What follows belongs to an exercise in optimizing a design on an open flow for small area and a short achievable clock period; a production flow would make more cautious choices. RTL that was checked went through simulation tests only; none was proved equivalent to the original. The clock input has no modelled driver; a real chip could not lean on it and would need a root buffer or a full tree.

Setup of run A:
## FFT64
module FFT64 #(
    parameter width = 16
) (
    input                           clk,
    input                           rst_n,
    input                           di_en,
    input       signed  [width-1:0] di_re,
    input       signed  [width-1:0] di_img,
    output reg                      do_en,
    output reg  signed  [width-1:0] do_re,
    output reg  signed  [width-1:0] do_img
);
reg  [15:0] l1_re [0:31];
reg  [15:0] l1_im [0:31];
reg  [15:0] o1_re, o1_im;
reg  [15:0] l2_re [0:15];
reg  [15:0] l2_im [0:15];
reg  [15:0] o2_re, o2_im;
reg  [15:0] l3_re [0:7];
reg  [15:0] l3_im [0:7];
reg  [15:0] o3_re, o3_im;
reg  [15:0] l4_re [0:3];
reg  [15:0] l4_im [0:3];
reg  [15:0] o4_re, o4_im;
reg  [15:0] l5_re [0:1];
reg  [15:0] l5_im [0:1];
reg  [15:0] o5_re, o5_im;
reg  [15:0] l6_re [0:0];
reg  [15:0] l6_im [0:0];
reg  [15:0] o6_re, o6_im;
reg  [15:0] ba_re [0:30];
reg  [15:0] ba_im [0:30];
reg  [15:0] bb_re [0:13];
reg  [15:0] bb_im [0:13];
reg  [15:0] bc_re [0:3];
reg  [15:0] bc_im [0:3];
reg        started, f1;
reg [5:0]  cnt;
always @(posedge clk or negedge rst_n) begin
    if (!rst_n) begin
        started <= 1'b0;
        cnt     <= 6'd0;
        f1      <= 1'b0;
    end else begin
        started <= started | di_en;
        if (started) cnt <= cnt + 6'd1;
        if (started && cnt == 6'd63) f1 <= 1'b1;
    end
end
always @(posedge clk) begin
  ...
For scale: roughly 10000 cells after synthesis, about 4100 flip-flops, about 68 I/O pins, roughly 130000 µm² of cells after synthesis.
export LEC_CHECK = 0
export CAP_MARGIN = 20
export CORE_MARGIN = 2
export CORE_UTILIZATION = 55
export SLEW_MARGIN = 20
export SYNTH_HIERARCHICAL = 1
export SYNTH_MINIMUM_KEEP_SIZE = 0
create_clock -name core_clock -period 11.0 [get_ports {clk}]
standard.sh (not shown) runs the stock make flow with config.mk's settings and CLKGATE_MAP_FILE= SYNTH_SCRIPT=/design/flow/synth_recipe.tcl, a recipe that flattens the netlist after the stock synthesis.
==> flow/flow/run.sh <==
#!/bin/bash
# Layout flow: the standard ORFS flow (standard.sh, unchanged synthesis)
# with these changes to how the layout is made:
#  - timing repair aims at 7.65 ns of setup slack (the clock stays 11 ns),
#  - the port buffers are plain buf_2 cells,
#  - the clock tree is the balanced three-level tree of flow/cts_tree.tcl
#    (hooked in by flow/cts_hook.tcl) instead of TritonCTS's.
# The whole output of the flow goes to standard.log in this folder.
bash standard.sh SETUP_SLACK_MARGIN=7.65 \
  "BUFFER_PORTS_ARGS=-buffer_cell sky130_fd_sc_hd__buf_2" \
  "PRE_CTS_TCL=$PWD/flow/cts_hook.tcl" \
  finish > standard.log 2>&1
Other scripts of this flow, unchanged in this note and not shown: flow/flow/cts_hook.tcl, flow/flow/cts_tree.tcl
For run B, these inputs were changed with respect to run A:
diff --git a/flow/design.v b/flow/design.v
--- a/flow/design.v
+++ b/flow/design.v
@@ -420,54 +420,56 @@
         5'd24: begin wry_one = 5'h1f; wry_two = 5'h0; wry_neg = 5'h13; wiy_one = 5'h1f; wiy_two = 5'h0; wiy_neg = 5'h13; end
         5'd28: begin wry_one = 5'h17; wry_two = 5'h0; wry_neg = 5'h11; wiy_one = 5'h0; wiy_two = 5'hd; wiy_neg = 5'h9; end
         default: begin wry_one = 5'h0; wry_two = 5'h0; wry_neg = 5'h0; wiy_one = 5'h0; wiy_two = 5'h0; wiy_neg = 5'h0; end
     endcase
 end
 always @(posedge clk) begin
     sely <= selny;
 end
+reg [15:0] ax_re, ax_im;
 reg [4:0] rx_one;
 reg [4:0] rx_two;
 reg [4:0] rx_neg;
 reg [4:0] ix_one;
 reg [4:0] ix_two;
 reg [4:0] ix_neg;
 reg [1:0]  selx_q, selx_qq;
 always @(posedge clk) begin
+    ax_re <= (selx == 2'd1) ? dif2_re : (selx == 2'd2) ? l1_re[16] : dif1_re;
+    ax_im <= (selx == 2'd1) ? dif2_im : (selx == 2'd2) ? l1_im[16] : dif1_im;
     rx_one <= wrx_one;
     rx_two <= wrx_two;
     rx_neg <= wrx_neg;
     ix_one <= wix_one;
     ix_two <= wix_two;
     ix_neg <= wix_neg;
     selx_q <= selx;
     selx_qq <= selx_q;
 end
+reg [15:0] ay_re, ay_im;
 reg [4:0] ry_one;
 reg [4:0] ry_two;
 reg [4:0] ry_neg;
 reg [4:0] iy_one;
 reg [4:0] iy_two;
 reg [4:0] iy_neg;
 reg [1:0]  sely_q, sely_qq;
 always @(posedge clk) begin
+    ay_re <= (sely == 2'd1) ? dif4_re : (sely == 2'd2) ? l3_re[4] : dif3_re;
+    ay_im <= (sely == 2'd1) ? dif4_im : (sely == 2'd2) ? l3_im[4] : dif3_im;
     ry_one <= wry_one;
     ry_two <= wry_two;
     ry_neg <= wry_neg;
     iy_one <= wiy_one;
     iy_two <= wiy_two;
     iy_neg <= wiy_neg;
     sely_q <= sely;
     sely_qq <= sely_q;
 end
-wire [15:0] ax_re = (selx_q == 2'd1) ? l2_re[0] : (selx_q == 2'd2) ? l1_re[17] : l1_re[0];
-wire [15:0] ax_im = (selx_q == 2'd1) ? l2_im[0] : (selx_q == 2'd2) ? l1_im[17] : l1_im[0];
-wire [15:0] ay_re = (sely_q == 2'd1) ? l4_re[0] : (sely_q == 2'd2) ? l3_re[5] : l3_re[0];
-wire [15:0] ay_im = (sely_q == 2'd1) ? l4_im[0] : (sely_q == 2'd2) ? l3_im[5] : l3_im[0];
 wire hs1, hc2;
 csa_ha u_hs1 (.a((((rx_one[0] & ax_re[6]) | (rx_two[0] & ax_re[5])) ^ rx_neg[0])), .b((((rx_one[1] & ax_re[4]) | (rx_two[1] & ax_re[3])) ^ rx_neg[1])), .s(hs1), .co(hc2));
 wire hs3, hc4;
 csa_ha u_hs3 (.a((((rx_one[0] & ax_re[7]) | (rx_two[0] & ax_re[6])) ^ rx_neg[0])), .b((((rx_one[1] & ax_re[5]) | (rx_two[1] & ax_re[4])) ^ rx_neg[1])), .s(hs3), .co(hc4));
 wire hs5, hc6;
 csa_ha u_hs5 (.a((((rx_one[0] & ax_re[4]) | (rx_two[0] & ax_re[3])) ^ rx_neg[0])), .b((((rx_one[1] & ax_re[2]) | (rx_two[1] & ax_re[1])) ^ rx_neg[1])), .s(hs5), .co(hc6));
 wire hs7, hc8;
 csa_ha u_hs7 (.a((((rx_one[0] & ax_re[5]) | (rx_two[0] & ax_re[4])) ^ rx_neg[0])), .b((((rx_one[1] & ax_re[3]) | (rx_two[1] & ax_re[2])) ^ rx_neg[1])), .s(hs7), .co(hc8));
### Flow results
- Run B finished every stage and its layout cleared the timing, design-rule and antenna checks.
- Number of sequential cells in the layout for run B: 64 up relative to run A
- For the via count of the first global-routing pass, run B came in 4.1% lower than run A did.
- As of run B, first-iteration DRC count had fallen by more than 10% compared to run A.
- Average cell area after synthesis: run B vs run A up about 0.8%
- Total number of cells along the worst setup path, run B and run A: higher on run A
- Going from run A to run B, sequential share of layout area saw an increase; area share of xor/xnor cells in the synthesized design saw an increase.
- Looking at post-synthesis mux area share, run B sits 0.20 points higher than run A does.
- Run B gives less number of buffers and inverters on the critical path than run A did.
- Going from run A to run B, hold slack shrinks by 0.039 ns.
Function not checked in run A: the RTL went through the layout flow alone. No run of this note takes its clock network from TritonCTS; it comes from the design's own scripts or RTL.

## afterwards: timing with drivers on the ports
How much do the figures lean on ideal ports? The routed layouts below were timed once more, with nothing changed but the port constraints.
Step 1, drivers: a clkbuf_16 drives clk and a buf_2 each remaining input, both assumed.
Step 2 times the ports against the registers' clock, not the clock port: input delays grow and output delays shrink by t, the midpoint of the rising clock arrivals with the driver on.
Three values: no drivers, after step 1, after step 2; two values: the first two.
run	t, ns	setup slack, ns	hold slack, ns	clock arrival spread, ns	slew at the worst register clock pin (ns)
run A	0.821	7.169 / 7.169 / 7.169	0.273 / 0.273 / 0.273	0.073 / 0.073	0.12 / 0.12
run B	0.787	7.693 / 7.497 / 7.719	0.234 / 0.234 / 0.234	0.098 / 0.097	0.12 / 0.12
After both steps setup and hold are still met in every run listed.
